Context: an optimization exercise on an open-source flow, tuned for small area and a short achievable clock period. The choices shown serve that exercise and are no tape-out recipe.
At most, simulation tests tie the RTL to the original design; equivalence was not proved.
No driver is modelled on the clock port, so clock power and skew are understated where the tree is cut down; a real chip needs a root buffer or a tree.
Power and IR drop assume default switching activity.

## run 1
Design mac_unit, start of the top module:
module mac_unit(input clk,en,clr,
                input [15:0]a,b,
                output [39:0]c);
Size in the first run: about 1300 cells after synthesis, about 200 flip-flops, roughly 75 I/O pins, about 0.013 mm² of cells after synthesis.
clock: 13.5 ns
lec_check: 0
cap_margin: 20
core_margin: 2
core_utilization: 40
cts_buf_list: sky130_fd_sc_hd__clkbuf_8
slew_margin: 20
synth_hierarchical: 1
synth_minimum_keep_size: 0
standard.sh (not shown) runs the stock make flow with config.mk's settings and CLKGATE_MAP_FILE= SYNTH_SCRIPT=/design/flow/synth_recipe.tcl, a recipe that flattens the netlist after the stock synthesis.
==> flow/flow/run.sh <==
#!/bin/bash
# The standard layout (standard.sh), with these changes:
#  - the port buffers are chosen here (flow/ports.tcl, run before global placement):
#    buf_1 on the inputs, buf_2 on the outputs, and the accumulator flip-flops
#    that drive the outputs sized to dfxtp_2;
#  - setup repair aims for 9.85 ns of slack at the design's clock period.
# ORFS writes each step's full log under orfs/logs/; make's own output goes to standard.log.
export DONT_BUFFER_PORTS=1
export PRE_GLOBAL_PLACE_TCL=$PWD/flow/ports.tcl
export SETUP_SLACK_MARGIN=9.85
bash standard.sh > standard.log 2>&1
==> flow/flow/ports.tcl <==
# Port buffers (in place of ORFS's buffer_ports call), and the output flip-flops' size.
buffer_ports -inputs -buffer_cell sky130_fd_sc_hd__buf_1
buffer_ports -outputs -buffer_cell sky130_fd_sc_hd__buf_2
foreach inst [get_cells {a1.acc*}] {
  replace_cell $inst sky130_fd_sc_hd__dfxtp_2
}
## Diff of input files: run 2 against run 1
Settings: CTS_BUF_LIST changed from sky130_fd_sc_hd__clkbuf_8 to sky130_fd_sc_hd__clkbuf_16.
==> flow/flow/run.sh <==
#!/bin/bash
# The standard layout (standard.sh), with these changes:
#  - every port gets a buf_1 buffer (ORFS's buffer_ports with -buffer_cell);
#  - before the resize step (flow/sizes.tcl) the output buffers become buf_2 and the
#    accumulator flip-flops that drive them dfxtp_2;
#  - setup repair aims for 9.70 ns of slack at the design's clock period, and
#    does not remove buffers (so every port keeps its buffer).
# ORFS writes each step's full log under orfs/logs/; make's own output goes to standard.log.
export BUFFER_PORTS_ARGS="-buffer_cell sky130_fd_sc_hd__buf_1"
export PRE_RESIZE_TCL=$PWD/flow/sizes.tcl
export SETUP_SLACK_MARGIN=9.70
export SKIP_BUFFER_REMOVAL=1
bash standard.sh > standard.log 2>&1
==> flow/flow/sizes.tcl (new file) <==
# Sizes of the output buffers (made by buffer_ports, named output*) and of the
# accumulator flip-flops that drive them.
foreach inst [get_cells {output*}] {
  replace_cell $inst sky130_fd_sc_hd__buf_2
}
foreach inst [get_cells {a1.acc*}] {
  replace_cell $inst sky130_fd_sc_hd__dfxtp_2
}
removed: flow/flow/ports.tcl
## What came out
As far as non-clock inverter instance count of the final layout goes, run 2 and run 1 are indistinguishable; the numbers are identical. Power attributed to sequential cells ends up higher on run 1. CTS H-tree depth: run 1 vs run 2 identical. Per the comparison of run 2 with run 1, synthesized cell count barely changed; number of gates on the worst path with buffers counted rose 6; sequential cell area fraction in the yosys report closely matched the old numbers; total design power grew by 6.5%; utilization rose 1.5 points. Compare run 1 and run 2 | setup slack higher: run 1. Relative to run 1, share of the clock period used by the worst path after layout increased by 0.75 points in run 2.
What run 3 does differently from run 2 at the input level:
Settings: CTS_CLUSTER_DIAMETER: unset -> 200; CTS_CLUSTER_SIZE: unset -> 40.
Results
Diff run 3..run 2 | initial cell density of the core | unchanged
Power came out exactly the same in run 3 and run 2.
For internal reg-to-reg setup slack, run 3 and run 2 come out practically identical.
Delta (run 3 minus run 2): internal power about even; worst setup slack was more or less identical; fill cell total of the finished layout flat.
No run of this note included a check of the RTL's function; only the layout flow was run.

========
mac_unit, a different RTL version from the one above (not shown whole).
Size: ~75 I/O pins, about 0.012 mm² of cells after synthesis.
==> flow/config.mk <==
export PLATFORM = sky130hd
export DESIGN_NAME = mac_unit
export DESIGN_NICKNAME = mac_unit
export VERILOG_FILES = /design/flow/design.v
export SDC_FILE = /design/flow/constraint.sdc
export NUM_CORES = 4
export LEC_CHECK = 0
export CAP_MARGIN = 20
export CORE_MARGIN = 2
export CORE_UTILIZATION = 40
export SLEW_MARGIN = 20
export SYNTH_HIERARCHICAL = 1
export SYNTH_MINIMUM_KEEP_SIZE = 0
==> flow/constraint.sdc <==
create_clock -name core_clock -period 13.5 [get_ports {clk}]
set_input_delay 2.7000 -clock core_clock [delete_from_list [all_inputs] [get_ports {clk}]]
set_output_delay 2.7000 -clock core_clock [all_outputs]
set_load 0.01 [all_outputs]
==> flow/flow/run.sh <==
#!/bin/bash
# The standard layout (standard.sh), with these changes:
#  - every port gets a buf_1 buffer (ORFS's buffer_ports with -buffer_cell);
#  - after CTS (flow/clocktree.tcl) the clock tree is rebuilt as two balanced
#    levels of inverters (4 inv_6 on the clock port, 8 inv_12 driving the flip-flops);
#  - setup repair keeps the standard target (0 ns of slack), and
#    does not remove buffers (so every port keeps its buffer).
# ORFS writes each step's full log under orfs/logs/; make's own output goes to standard.log.
export BUFFER_PORTS_ARGS="-buffer_cell sky130_fd_sc_hd__buf_1"
export PRE_RESIZE_TCL=$PWD/flow/sizes.tcl
export POST_CTS_TCL=$PWD/flow/clocktree.tcl
export SETUP_SLACK_MARGIN=0
export SKIP_BUFFER_REMOVAL=1
bash standard.sh > standard.log 2>&1
==> flow/flow/clocktree.tcl <==
set block [ord::get_db_block]
set db [ord::get_db]
set leafm [$db findMaster sky130_fd_sc_hd__inv_12]
set rootm [$db findMaster sky130_fd_sc_hd__inv_6]
set clk_net [$block findNet clk]

set ffs {}
foreach inst [$block getInsts] {
  if {[string match "sky130_fd_sc_hd__df*" [[$inst getMaster] getName]]} {
    lappend ffs $inst
  }
}
# remove the CTS buffers, its dummy loads, and its nets
set old_nets {}
foreach inst [$block getInsts] {
  if {[string match "clkload*" [$inst getName]]} {
    odb::dbInst_destroy $inst
  } elseif {[string match "clkbuf_*_clk" [$inst getName]]} {
    set onet [[$inst findITerm X] getNet]
    if {$onet != "NULL"} { lappend old_nets $onet }
    odb::dbInst_destroy $inst
  }
}
foreach ff $ffs {
  set it [$ff findITerm CLK]
  set n [$it getNet]
  if {$n != "NULL" && [$n getName] != "clk"} { $it disconnect }
}
foreach n $old_nets {
  if {[llength [$n getITerms]] == 0} { odb::dbNet_destroy $n }
}
if {[llength [$clk_net getITerms]] != 0} { error "clock port still drives cells" }

proc ffx {ff} { return [lindex [$ff getLocation] 0] }
proc ffy {ff} { return [lindex [$ff getLocation] 1] }
proc split2 {l axis} {
  set s [lsort -command [list apply {{axis a b} {expr {[ff$axis $a] - [ff$axis $b]}}} $axis] $l]
  set h [expr {[llength $s] / 2}]
  return [list [lrange $s 0 [expr {$h - 1}]] [lrange $s $h end]]
}
proc centroid {l} {
  set sx 0; set sy 0
  foreach ff $l { set sx [expr {$sx + [ffx $ff]}]; set sy [expr {$sy + [ffy $ff]}] }
  return [list [expr {$sx / [llength $l]}] [expr {$sy / [llength $l]}]]
}
proc add_buf {block master name loc in_net out_name} {
  set buf [odb::dbInst_create $block $master $name]
  $buf setLocation {*}$loc
  $buf setPlacementStatus PLACED
  [$buf findITerm A] connect $in_net
  set net [odb::dbNet_create $block $out_name]
  $net setSigType CLOCK
  [$buf findITerm Y] connect $net
  return $net
}
set quads {}
foreach half [split2 $ffs x] { lappend quads {*}[split2 $half y] }
set k 0
foreach q $quads {
  set rnet [add_buf $block $rootm "clkroot_$k" [centroid $q] $clk_net "clknet_root_$k"]
  set j 0
  foreach part [split2 $q x] {
    set lnet [add_buf $block $leafm "clkleaf_${k}_$j" [centroid $part] $rnet "clknet_leaf_${k}_$j"]
    foreach ff $part { [$ff findITerm CLK] connect $lnet }
    puts "clock inverter clkleaf_${k}_$j drives [llength $part] flip-flops"
    incr j
  }
  incr k
}

detailed_placement
check_placement -verbose
estimate_parasitics -placement
report_clock_skew
==> flow/flow/sizes.tcl <==
# Sizes of the output buffers (made by buffer_ports, named output*) and of the
# accumulator flip-flops that drive them.
foreach inst [get_cells {output*}] {
  replace_cell $inst sky130_fd_sc_hd__buf_1
}
foreach inst [get_cells {a1.acc*}] {
  replace_cell $inst sky130_fd_sc_hd__dfxtp_1
}
# the input buffers of en and clr, which drive the accumulator's control gates
foreach port {en clr} {
  foreach inst [get_cells -of_objects [get_nets $port]] {
    replace_cell $inst sky130_fd_sc_hd__buf_8
  }
}
foreach inst [get_cells {m1.ra* m1.rb*}] {
  replace_cell $inst sky130_fd_sc_hd__dfxtp_4
}
Then changed:
Settings changed: CORE_UTILIZATION 40 to 70.
Final area decreases slightly.
Cell count decreases by roughly a tenth.
Flip-flop and latch count does not change.
Hold slack is worse by 5.6 ps.
Then changed:
--- a/flow/flow/run.sh
+++ b/flow/flow/run.sh
@@ -4,4 +4,4 @@
 #  - after CTS (flow/clocktree.tcl) the clock tree is rebuilt as two balanced
-#    levels of inverters (4 inv_6 on the clock port, 8 inv_12 driving the flip-flops);
-#  - setup repair keeps the standard target (0 ns of slack), and
+#    levels of clkbuf_16 buffers (4 on the clock port, 8 driving the flip-flops);
+#  - setup repair aims for 9.80 ns of slack at the design's clock period, and
 #    does not remove buffers (so every port keeps its buffer).
@@ -11,3 +11,3 @@
 export POST_CTS_TCL=$PWD/flow/clocktree.tcl
-export SETUP_SLACK_MARGIN=0
+export SETUP_SLACK_MARGIN=9.80
 export SKIP_BUFFER_REMOVAL=1
--- a/flow/flow/clocktree.tcl
+++ b/flow/flow/clocktree.tcl
@@ -1,5 +1,9 @@
+# Two-level clock tree in place of the one CTS builds: the clock port drives four
+# clkbuf_16 buffers, one per quadrant of the flip-flops, and each of these drives
+# two clkbuf_16 buffers, one per half of its quadrant, which drive the flip-flops'
+# clock pins. The groups are cut at median coordinates, so every flip-flop's clock
+# goes through two equal buffers.
 set block [ord::get_db_block]
 set db [ord::get_db]
-set leafm [$db findMaster sky130_fd_sc_hd__inv_12]
-set rootm [$db findMaster sky130_fd_sc_hd__inv_6]
+set bufm [$db findMaster sky130_fd_sc_hd__clkbuf_16]
 set clk_net [$block findNet clk]
@@ -45,4 +49,4 @@
 }
-proc add_buf {block master name loc in_net out_name} {
-  set buf [odb::dbInst_create $block $master $name]
+proc add_buf {block bufm name loc in_net out_name} {
+  set buf [odb::dbInst_create $block $bufm $name]
   $buf setLocation {*}$loc
@@ -52,3 +56,3 @@
   $net setSigType CLOCK
-  [$buf findITerm Y] connect $net
+  [$buf findITerm X] connect $net
   return $net
@@ -59,8 +63,8 @@
 foreach q $quads {
-  set rnet [add_buf $block $rootm "clkroot_$k" [centroid $q] $clk_net "clknet_root_$k"]
+  set rnet [add_buf $block $bufm "clkroot_$k" [centroid $q] $clk_net "clknet_root_$k"]
   set j 0
   foreach part [split2 $q x] {
-    set lnet [add_buf $block $leafm "clkleaf_${k}_$j" [centroid $part] $rnet "clknet_leaf_${k}_$j"]
+    set lnet [add_buf $block $bufm "clkleaf_${k}_$j" [centroid $part] $rnet "clknet_leaf_${k}_$j"]
     foreach ff $part { [$ff findITerm CLK] connect $lnet }
-    puts "clock inverter clkleaf_${k}_$j drives [llength $part] flip-flops"
+    puts "clock buffer clkleaf_${k}_$j drives [llength $part] flip-flops"
     incr j
==> flow/flow/sizes.tcl (replaced) <==
# Sizes of the output buffers (made by buffer_ports, named output*) and of the
# accumulator flip-flops that drive them.
foreach inst [get_cells {output*}] {
  replace_cell $inst sky130_fd_sc_hd__buf_2
}
foreach inst [get_cells {a1.acc*}] {
  replace_cell $inst sky130_fd_sc_hd__dfxtp_2
}
foreach inst [get_cells {m1.ra* m1.rb*}] {
  replace_cell $inst sky130_fd_sc_hd__dfxtp_4
}
Settings changed: CORE_UTILIZATION 70 to 40.
The changed run passed the timing, design-rule and antenna checks. Worst setup slack gets worse by 150 ps. Wire length rose by 8.5%. Utilization drops by 31 points. Global-route usage came out lower by 11 points. Total power is higher by 4.2%. Synthesized area stays the same. Clock skew goes up by 5.3 ps. Die area came out higher by 72%. Design area went up by 3.6%. Clock power goes up by 35%. Via count goes down by 1.6%.
Then changed:
--- a/flow/flow/run.sh
+++ b/flow/flow/run.sh
@@ -4,4 +4,4 @@
 #  - after CTS (flow/clocktree.tcl) the clock tree is rebuilt as two balanced
-#    levels of clkbuf_16 buffers (4 on the clock port, 8 driving the flip-flops);
-#  - setup repair aims for 9.80 ns of slack at the design's clock period, and
+#    levels of inverters (4 inv_6 on the clock port, 8 inv_12 driving the flip-flops);
+#  - setup repair keeps the standard target (0 ns of slack), and
 #    does not remove buffers (so every port keeps its buffer).
@@ -11,3 +11,3 @@
 export POST_CTS_TCL=$PWD/flow/clocktree.tcl
-export SETUP_SLACK_MARGIN=9.80
+export SETUP_SLACK_MARGIN=0
 export SKIP_BUFFER_REMOVAL=1
--- a/flow/flow/clocktree.tcl
+++ b/flow/flow/clocktree.tcl
@@ -1,9 +1,5 @@
-# Two-level clock tree in place of the one CTS builds: the clock port drives four
-# clkbuf_16 buffers, one per quadrant of the flip-flops, and each of these drives
-# two clkbuf_16 buffers, one per half of its quadrant, which drive the flip-flops'
-# clock pins. The groups are cut at median coordinates, so every flip-flop's clock
-# goes through two equal buffers.
 set block [ord::get_db_block]
 set db [ord::get_db]
-set bufm [$db findMaster sky130_fd_sc_hd__clkbuf_16]
+set leafm [$db findMaster sky130_fd_sc_hd__inv_12]
+set rootm [$db findMaster sky130_fd_sc_hd__inv_6]
 set clk_net [$block findNet clk]
@@ -49,4 +45,4 @@
 }
-proc add_buf {block bufm name loc in_net out_name} {
-  set buf [odb::dbInst_create $block $bufm $name]
+proc add_buf {block master name loc in_net out_name} {
+  set buf [odb::dbInst_create $block $master $name]
   $buf setLocation {*}$loc
@@ -56,3 +52,3 @@
   $net setSigType CLOCK
-  [$buf findITerm X] connect $net
+  [$buf findITerm Y] connect $net
   return $net
@@ -63,8 +59,8 @@
 foreach q $quads {
-  set rnet [add_buf $block $bufm "clkroot_$k" [centroid $q] $clk_net "clknet_root_$k"]
+  set rnet [add_buf $block $rootm "clkroot_$k" [centroid $q] $clk_net "clknet_root_$k"]
   set j 0
   foreach part [split2 $q x] {
-    set lnet [add_buf $block $bufm "clkleaf_${k}_$j" [centroid $part] $rnet "clknet_leaf_${k}_$j"]
+    set lnet [add_buf $block $leafm "clkleaf_${k}_$j" [centroid $part] $rnet "clknet_leaf_${k}_$j"]
     foreach ff $part { [$ff findITerm CLK] connect $lnet }
-    puts "clock buffer clkleaf_${k}_$j drives [llength $part] flip-flops"
+    puts "clock inverter clkleaf_${k}_$j drives [llength $part] flip-flops"
     incr j
--- a/flow/flow/sizes.tcl
+++ b/flow/flow/sizes.tcl
@@ -3,6 +3,12 @@
 foreach inst [get_cells {output*}] {
-  replace_cell $inst sky130_fd_sc_hd__buf_2
+  replace_cell $inst sky130_fd_sc_hd__buf_1
 }
 foreach inst [get_cells {a1.acc*}] {
-  replace_cell $inst sky130_fd_sc_hd__dfxtp_2
+  replace_cell $inst sky130_fd_sc_hd__dfxtp_1
+}
+# the input buffers of en and clr, which drive the accumulator's control gates
+foreach port {en clr} {
+  foreach inst [get_cells -of_objects [get_nets $port]] {
+    replace_cell $inst sky130_fd_sc_hd__buf_8
+  }
 }
Settings changed: CORE_UTILIZATION 40 to 60.
Outcome:
- die area falls by 33%
- critical path depth rises by 4
- power falls by about 4.6%
- final cell count falls by 8.3%
- clock power falls by 26%
- combinational power stays flat
- area after synthesis does not change
Then changed:
--- a/flow/flow/run.sh
+++ b/flow/flow/run.sh
@@ -4,4 +4,4 @@
 #  - after CTS (flow/clocktree.tcl) the clock tree is rebuilt as two balanced
-#    levels of inverters (4 inv_6 on the clock port, 8 inv_12 driving the flip-flops);
-#  - setup repair keeps the standard target (0 ns of slack), and
+#    levels of clkbuf_16 buffers (4 on the clock port, 8 driving the flip-flops);
+#  - setup repair aims for 9.70 ns of slack at the design's clock period, and
 #    does not remove buffers (so every port keeps its buffer).
@@ -11,3 +11,3 @@
 export POST_CTS_TCL=$PWD/flow/clocktree.tcl
-export SETUP_SLACK_MARGIN=0
+export SETUP_SLACK_MARGIN=9.70
 export SKIP_BUFFER_REMOVAL=1
--- a/flow/flow/clocktree.tcl
+++ b/flow/flow/clocktree.tcl
@@ -1,5 +1,9 @@
+# Two-level clock tree in place of the one CTS builds: the clock port drives four
+# clkbuf_16 buffers, one per quadrant of the flip-flops, and each of these drives
+# two clkbuf_16 buffers, one per half of its quadrant, which drive the flip-flops'
+# clock pins. The groups are cut at median coordinates, so every flip-flop's clock
+# goes through two equal buffers.
 set block [ord::get_db_block]
 set db [ord::get_db]
-set leafm [$db findMaster sky130_fd_sc_hd__inv_12]
-set rootm [$db findMaster sky130_fd_sc_hd__inv_6]
+set bufm [$db findMaster sky130_fd_sc_hd__clkbuf_16]
 set clk_net [$block findNet clk]
@@ -45,4 +49,4 @@
 }
-proc add_buf {block master name loc in_net out_name} {
-  set buf [odb::dbInst_create $block $master $name]
+proc add_buf {block bufm name loc in_net out_name} {
+  set buf [odb::dbInst_create $block $bufm $name]
   $buf setLocation {*}$loc
@@ -52,3 +56,3 @@
   $net setSigType CLOCK
-  [$buf findITerm Y] connect $net
+  [$buf findITerm X] connect $net
   return $net
@@ -59,8 +63,8 @@
 foreach q $quads {
-  set rnet [add_buf $block $rootm "clkroot_$k" [centroid $q] $clk_net "clknet_root_$k"]
+  set rnet [add_buf $block $bufm "clkroot_$k" [centroid $q] $clk_net "clknet_root_$k"]
   set j 0
   foreach part [split2 $q x] {
-    set lnet [add_buf $block $leafm "clkleaf_${k}_$j" [centroid $part] $rnet "clknet_leaf_${k}_$j"]
+    set lnet [add_buf $block $bufm "clkleaf_${k}_$j" [centroid $part] $rnet "clknet_leaf_${k}_$j"]
     foreach ff $part { [$ff findITerm CLK] connect $lnet }
-    puts "clock inverter clkleaf_${k}_$j drives [llength $part] flip-flops"
+    puts "clock buffer clkleaf_${k}_$j drives [llength $part] flip-flops"
     incr j
==> flow/flow/sizes.tcl (replaced) <==
# Sizes of the output buffers (made by buffer_ports, named output*) and of the
# accumulator flip-flops that drive them.
foreach inst [get_cells {output*}] {
  replace_cell $inst sky130_fd_sc_hd__buf_2
}
foreach inst [get_cells {a1.acc*}] {
  replace_cell $inst sky130_fd_sc_hd__dfxtp_2
}
foreach inst [get_cells {m1.ra* m1.rb*}] {
  replace_cell $inst sky130_fd_sc_hd__dfxtp_4
}
Settings changed: CORE_UTILIZATION 60 to 40.
The changed run went through all stages and came out clean.
Setup slack gets worse by 22 ps.
Clock power increases by 36%.
Register-to-register slack gets worse by 20 ps.
Cell count increases by 9.0%.
Synthesized cell count does not change.
Sequential power increases by about 0.9%.
Then changed:
--- a/flow/flow/run.sh
+++ b/flow/flow/run.sh
@@ -3,2 +3,4 @@
 #  - every port gets a buf_1 buffer (ORFS's buffer_ports with -buffer_cell);
+#  - before the resize step (flow/sizes.tcl) the output buffers become buf_2 and
+#    the accumulator flip-flops that drive them dfxtp_2;
 #  - after CTS (flow/clocktree.tcl) the clock tree is rebuilt as two balanced
--- a/flow/flow/clocktree.tcl
+++ b/flow/flow/clocktree.tcl
@@ -16,8 +16,6 @@
 }
-# remove the CTS buffers, its dummy loads, and its nets
+# remove the CTS buffers and their nets
 set old_nets {}
 foreach inst [$block getInsts] {
-  if {[string match "clkload*" [$inst getName]]} {
-    odb::dbInst_destroy $inst
-  } elseif {[string match "clkbuf_*_clk" [$inst getName]]} {
+  if {[string match "clkbuf_*_clk" [$inst getName]]} {
     set onet [[$inst findITerm X] getNet]
@@ -49,3 +47,4 @@
 }
-proc add_buf {block bufm name loc in_net out_name} {
+proc add_buf {name loc in_net out_name} {
+  global block bufm
   set buf [odb::dbInst_create $block $bufm $name]
@@ -63,6 +62,6 @@
 foreach q $quads {
-  set rnet [add_buf $block $bufm "clkroot_$k" [centroid $q] $clk_net "clknet_root_$k"]
+  set rnet [add_buf "clkroot_$k" [centroid $q] $clk_net "clknet_root_$k"]
   set j 0
   foreach part [split2 $q x] {
-    set lnet [add_buf $block $bufm "clkleaf_${k}_$j" [centroid $part] $rnet "clknet_leaf_${k}_$j"]
+    set lnet [add_buf "clkleaf_${k}_$j" [centroid $part] $rnet "clknet_leaf_${k}_$j"]
     foreach ff $part { [$ff findITerm CLK] connect $lnet }
--- a/flow/flow/sizes.tcl
+++ b/flow/flow/sizes.tcl
@@ -8,4 +8 @@
 }
-foreach inst [get_cells {m1.ra* m1.rb*}] {
-  replace_cell $inst sky130_fd_sc_hd__dfxtp_4
-}
This time the run stopped in 4_1_cts. Area after synthesis does not change. Synthesized cell count stays the same.
The clock cells of the first, second, third, fourth and fifth runs of this note come from the design's own scripts or RTL, not from TritonCTS.

static timing again, ports no longer ideal:
In the flow no input, the clock included, has a driving cell. The finished layouts below were timed again as built, in two steps. Step 1 assumes that a clkbuf_16 drives the clock port and a buf_2 every other input. Step 2 also shifts input and output timing later by t, the mid clock arrival at the registers, as if the neighbouring blocks saw the same clock. a / b / c = ideal / step 1 / step 2; a / b = the first two.
run | t (ns) | setup slack, ns | hold slack, ns | cell pins on the clock port's net
run 1 | 0.530 | 9.892 / 9.847 / 9.467 | 0.332 / 0.332 / 0.332 | 1
run 2 | 0.488 | 9.791 / 9.779 / 9.626 | 0.329 / 0.329 / 0.329 | 1
run 3 | 0.488 | 9.791 / 9.779 / 9.626 | 0.329 / 0.329 / 0.329 | 1
the first run of note 2 | 0.271 | 9.991 / 9.915 / 9.837 | 0.324 / 0.325 / 0.325 | 4
the second run of note 2 | 0.268 | 9.974 / 9.929 / 9.860 | 0.319 / 0.318 / 0.318 | 4
the third run of note 2 | 0.388 | 9.827 / 9.889 / 9.506 | 0.318 / 0.318 / 0.318 | 4
the fourth run of note 2 | 0.274 | 9.993 / 9.934 / 9.832 | 0.328 / 0.328 / 0.328 | 4
the fifth run of note 2 | 0.380 | 9.970 / 9.889 / 9.661 | 0.321 / 0.321 / 0.321 | 4
After both steps setup and hold are still met in every run listed. The setup slack of run 1, which loses most, moves by -0.045 ns with the drivers and by -0.425 ns with both steps.
